From an optimization exercise on the open Yosys and OpenROAD flow, aimed at small area; shortcuts taken in it are not production practice.
In this exercise RTL edits were held to simulation tests only and were not proved equivalent to the original.

==> v3: inputs <==
Design parking_system_top, start of the top module:
module parking_system_top(clk, reset, car_enter, car_exit, car_sel, car1_state, car2_state, car3_state, full_flag, empty_flag, led_timer_1, led_timer_2, led_timer_3, led_cost_1, led_cost_2, led_cost_3);
Settings: LEC_CHECK=0, CAP_MARGIN=0, CORE_MARGIN=2, CORE_UTILIZATION=40, GPL_TIMING_DRIVEN=0, SLEW_MARGIN=0; clock period 20.0 ns.
standard.sh (not shown) runs the stock make flow with config.mk's settings and CLKGATE_MAP_FILE= SYNTH_SCRIPT=/design/flow/synth_recipe.tcl, a recipe that flattens the netlist after the stock synthesis.
==> flow/flow/run.sh <==
#!/bin/bash
# The standard layout (standard.sh: the ORFS flow and its standard synthesis), with three
# changes to how the layout is built:
#  - after the standard synthesis, its combinational logic is re-mapped for area by Yosys/ABC
#    (flow/reopt.tcl: amap); the registers are kept exactly as the standard synthesis made
#    them (same cells, same names); the rest of the flow then runs on that netlist;
#  - ports are buffered with the smallest buffer (sky130_fd_sc_hd__buf_1) instead of the
#    default pick, a 10 um2 delay buffer; every port still gets its buffer;
#  - clock tree synthesis uses small clock buffers and no dummy loads.
set -euo pipefail
export BUFFER_PORTS_ARGS="-buffer_cell sky130_fd_sc_hd__buf_1"
export CTS_ARGS="-sink_clustering_enable -repair_clock_nets -dont_use_dummy_load -buf_list {sky130_fd_sc_hd__clkbuf_2 sky130_fd_sc_hd__clkbuf_4} -root_buf sky130_fd_sc_hd__clkbuf_4 -sink_clustering_size 20"
bash standard.sh synth > synth.log 2>&1
res=orfs/results/$FLOW_PLATFORM/parking_system_top/base
cp "$res/1_2_yosys.v" standard_synth.v
export REOPT_LIB=$FLOW_HOME/platforms/$FLOW_PLATFORM/lib/sky130_fd_sc_hd__tt_025C_1v80.lib
export REOPT_IN=$PWD/standard_synth.v
export REOPT_OUT=$PWD/reopt_synth.v
yosys -c flow/reopt.tcl > reopt.log 2>&1
cp reopt_synth.v "$res/1_2_yosys.v"
bash standard.sh > standard.log 2>&1
==> flow/flow/reopt.tcl <==
# Re-map the combinational logic of the standard synthesis for area (yosys -c).
# The registers are kept as they are: same cells, same instance names.
yosys -import
set lib $::env(REOPT_LIB)
read_liberty -ignore_miss_func $lib
read_verilog $::env(REOPT_IN)
hierarchy -top $::env(FLOW_TOP)
tee -o $::env(REOPT_IN).stat stat -liberty $lib $::env(FLOW_TOP)
# registers stay cells; every other cell is replaced by its logic function
setattr -mod -set keep_hierarchy 1 sky130_fd_sc_hd__df* sky130_fd_sc_hd__edf*
flatten
select $::env(FLOW_TOP)
opt_clean
abc -liberty $lib -dont_use sky130_fd_sc_hd__probe_p_8 -dont_use sky130_fd_sc_hd__probec_p_8 -dont_use sky130_fd_sc_hd__lpflow_bleeder_1 -dont_use sky130_fd_sc_hd__lpflow_clkbufkapwr_1 -dont_use sky130_fd_sc_hd__lpflow_clkbufkapwr_16 -dont_use sky130_fd_sc_hd__lpflow_clkbufkapwr_2 -dont_use sky130_fd_sc_hd__lpflow_clkbufkapwr_4 -dont_use sky130_fd_sc_hd__lpflow_clkbufkapwr_8 -dont_use sky130_fd_sc_hd__lpflow_clkinvkapwr_1 -dont_use sky130_fd_sc_hd__lpflow_clkinvkapwr_16 -dont_use sky130_fd_sc_hd__lpflow_clkinvkapwr_2 -dont_use sky130_fd_sc_hd__lpflow_clkinvkapwr_4 -dont_use sky130_fd_sc_hd__lpflow_clkinvkapwr_8 -dont_use sky130_fd_sc_hd__lpflow_decapkapwr_12 -dont_use sky130_fd_sc_hd__lpflow_decapkapwr_3 -dont_use sky130_fd_sc_hd__lpflow_decapkapwr_4 -dont_use sky130_fd_sc_hd__lpflow_decapkapwr_6 -dont_use sky130_fd_sc_hd__lpflow_decapkapwr_8 -dont_use sky130_fd_sc_hd__lpflow_inputiso0n_1 -dont_use sky130_fd_sc_hd__lpflow_inputiso0p_1 -dont_use sky130_fd_sc_hd__lpflow_inputiso1n_1 -dont_use sky130_fd_sc_hd__lpflow_inputiso1p_1 -dont_use sky130_fd_sc_hd__lpflow_inputisolatch_1 -dont_use sky130_fd_sc_hd__lpflow_isobufsrc_1 -dont_use sky130_fd_sc_hd__lpflow_isobufsrc_16 -dont_use sky130_fd_sc_hd__lpflow_isobufsrc_2 -dont_use sky130_fd_sc_hd__lpflow_isobufsrc_4 -dont_use sky130_fd_sc_hd__lpflow_isobufsrc_8 -dont_use sky130_fd_sc_hd__lpflow_isobufsrckapwr_16 -dont_use sky130_fd_sc_hd__lpflow_lsbuf_lh_hl_isowell_tap_1 -dont_use sky130_fd_sc_hd__lpflow_lsbuf_lh_hl_isowell_tap_2 -dont_use sky130_fd_sc_hd__lpflow_lsbuf_lh_hl_isowell_tap_4 -dont_use sky130_fd_sc_hd__lpflow_lsbuf_lh_isowell_4 -dont_use sky130_fd_sc_hd__lpflow_lsbuf_lh_isowell_tap_1 -dont_use sky130_fd_sc_hd__lpflow_lsbuf_lh_isowell_tap_2 -dont_use sky130_fd_sc_hd__lpflow_lsbuf_lh_isowell_tap_4  -script {+strash;dch;amap;topo}
opt_clean -purge
hilomap -singleton -hicell sky130_fd_sc_hd__conb_1 HI -locell sky130_fd_sc_hd__conb_1 LO
insbuf -buf sky130_fd_sc_hd__buf_1 A X
opt_clean -purge
tee -o $::env(REOPT_OUT).stat stat -liberty $lib $::env(FLOW_TOP)
write_verilog -noattr -nohex -nodec -selected $::env(REOPT_OUT)
==> v10 (differences from v3) <==
==> flow/flow/run.sh (replaced) <==
#!/bin/bash
# The standard layout (standard.sh: the ORFS flow and synthesis, unchanged), with two
# changes to how the layout is built:
#  - ports are buffered with the smallest buffer (sky130_fd_sc_hd__buf_1) instead of the
#    default pick, which is a 10 um2 delay buffer; every port still gets its buffer;
#  - clock tree synthesis uses small clock buffers and no dummy loads.
set -euo pipefail
export BUFFER_PORTS_ARGS="-buffer_cell sky130_fd_sc_hd__buf_1"
export CTS_ARGS="-sink_clustering_enable -repair_clock_nets -dont_use_dummy_load -buf_list {sky130_fd_sc_hd__clkbuf_2 sky130_fd_sc_hd__clkbuf_4} -root_buf sky130_fd_sc_hd__clkbuf_4 -sink_clustering_size 20"
bash standard.sh > standard.log 2>&1
- CAP_MARGIN: 0 -> 20
- CORE_UTILIZATION: 40 -> 70
- GPL_TIMING_DRIVEN: 0 -> not set
- SLEW_MARGIN: 0 -> 20
removed: flow/flow/reopt.tcl
==> impl_metrics.toml <==
[floorplan]
placementRows = 33

[power_and_ir_drop]
power.switching_mw = 0.0680
power_leakage_nw = 1.39
clock_power_share = 0.240

[critical_path]
crit_end = "car_ctrl_mem_r1[11]$_DFFE_PP_"
critPathMaxStageDelay_ns = 0.86
r2r-end = "car_ctrl_mem_r1[11]$_DFFE_PP_"

[synth]
syn_avg_cell_area_um2 = 8.75
synthesis.nets = 398

[detailed_routing]
viasPerCell = 5.64
routed_wl_mm = 7.89

[outcome]
status = "timing/DRC/antenna clean"

[global_route]
grt_pass1_vias = 2737
grt_pass1_wl_mm = 12.8
grt_usage = 0.179

[timing]
fin_crit_sh = 0.583

[finish]
inverters_excl_clock = 53
-- figures above: v3

==> impl_metrics.toml <==
[global_route]
use_met3 = 0.0788
grt_pass1_vias = 2519
grt_pass1_wl_mm = 11.6
grt_usage = 0.258

[power_and_ir_drop]
power_leakage_nw = 1.75
clock_power_share = 0.232
power.switching_mw = 0.0680

[timing]
tightest_slew_ns = 0.857
fin_crit_sh = 0.588

[critical_path]
r2r-end = "car_ctrl_mem_r3[5]$_DFFE_PP_"
rr_worst_depth = 26
crit_end = "car_ctrl_mem_r3[5]$_DFFE_PP_"
critPathMaxStageDelay_ns = 0.68

[outcome]
status = "timing/DRC/antenna clean"

[detailed_routing]
viasPerCell = 6.04

[floorplan]
placementRows = 26

[synth]
synthesis.nets = 384
syn_avg_cell_area_um2 = 10.7

[finish]
inverters_excl_clock = 36
-- figures above: v10

[re-timing with driven ports]
The results above use ideal ports. As a check the final layouts listed here were re-extracted and re-timed, cells and wires unchanged. Step 1 sets driving cells, clkbuf_16 on the clock port and buf_2 on the other inputs (assumed; they add their load-dependent delay and slew). Step 2 also shifts input and output timing later by t, the mid clock arrival at the registers, as if the neighbouring blocks saw the same clock. Three values: ideal ports, drivers, drivers and shift; two values: the first two.
run	shift t [ns]	slack for setup (ns)	worst setup path at the end
v3	0.411	8.341 / 8.346 / 7.935	input to register
v10	0.408	8.240 / 8.246 / 7.838	input to register
After both steps setup and hold are still met in every run listed. The setup slack of v3, which loses most, moves by +0.005 ns with the drivers and by -0.406 ns with both steps.
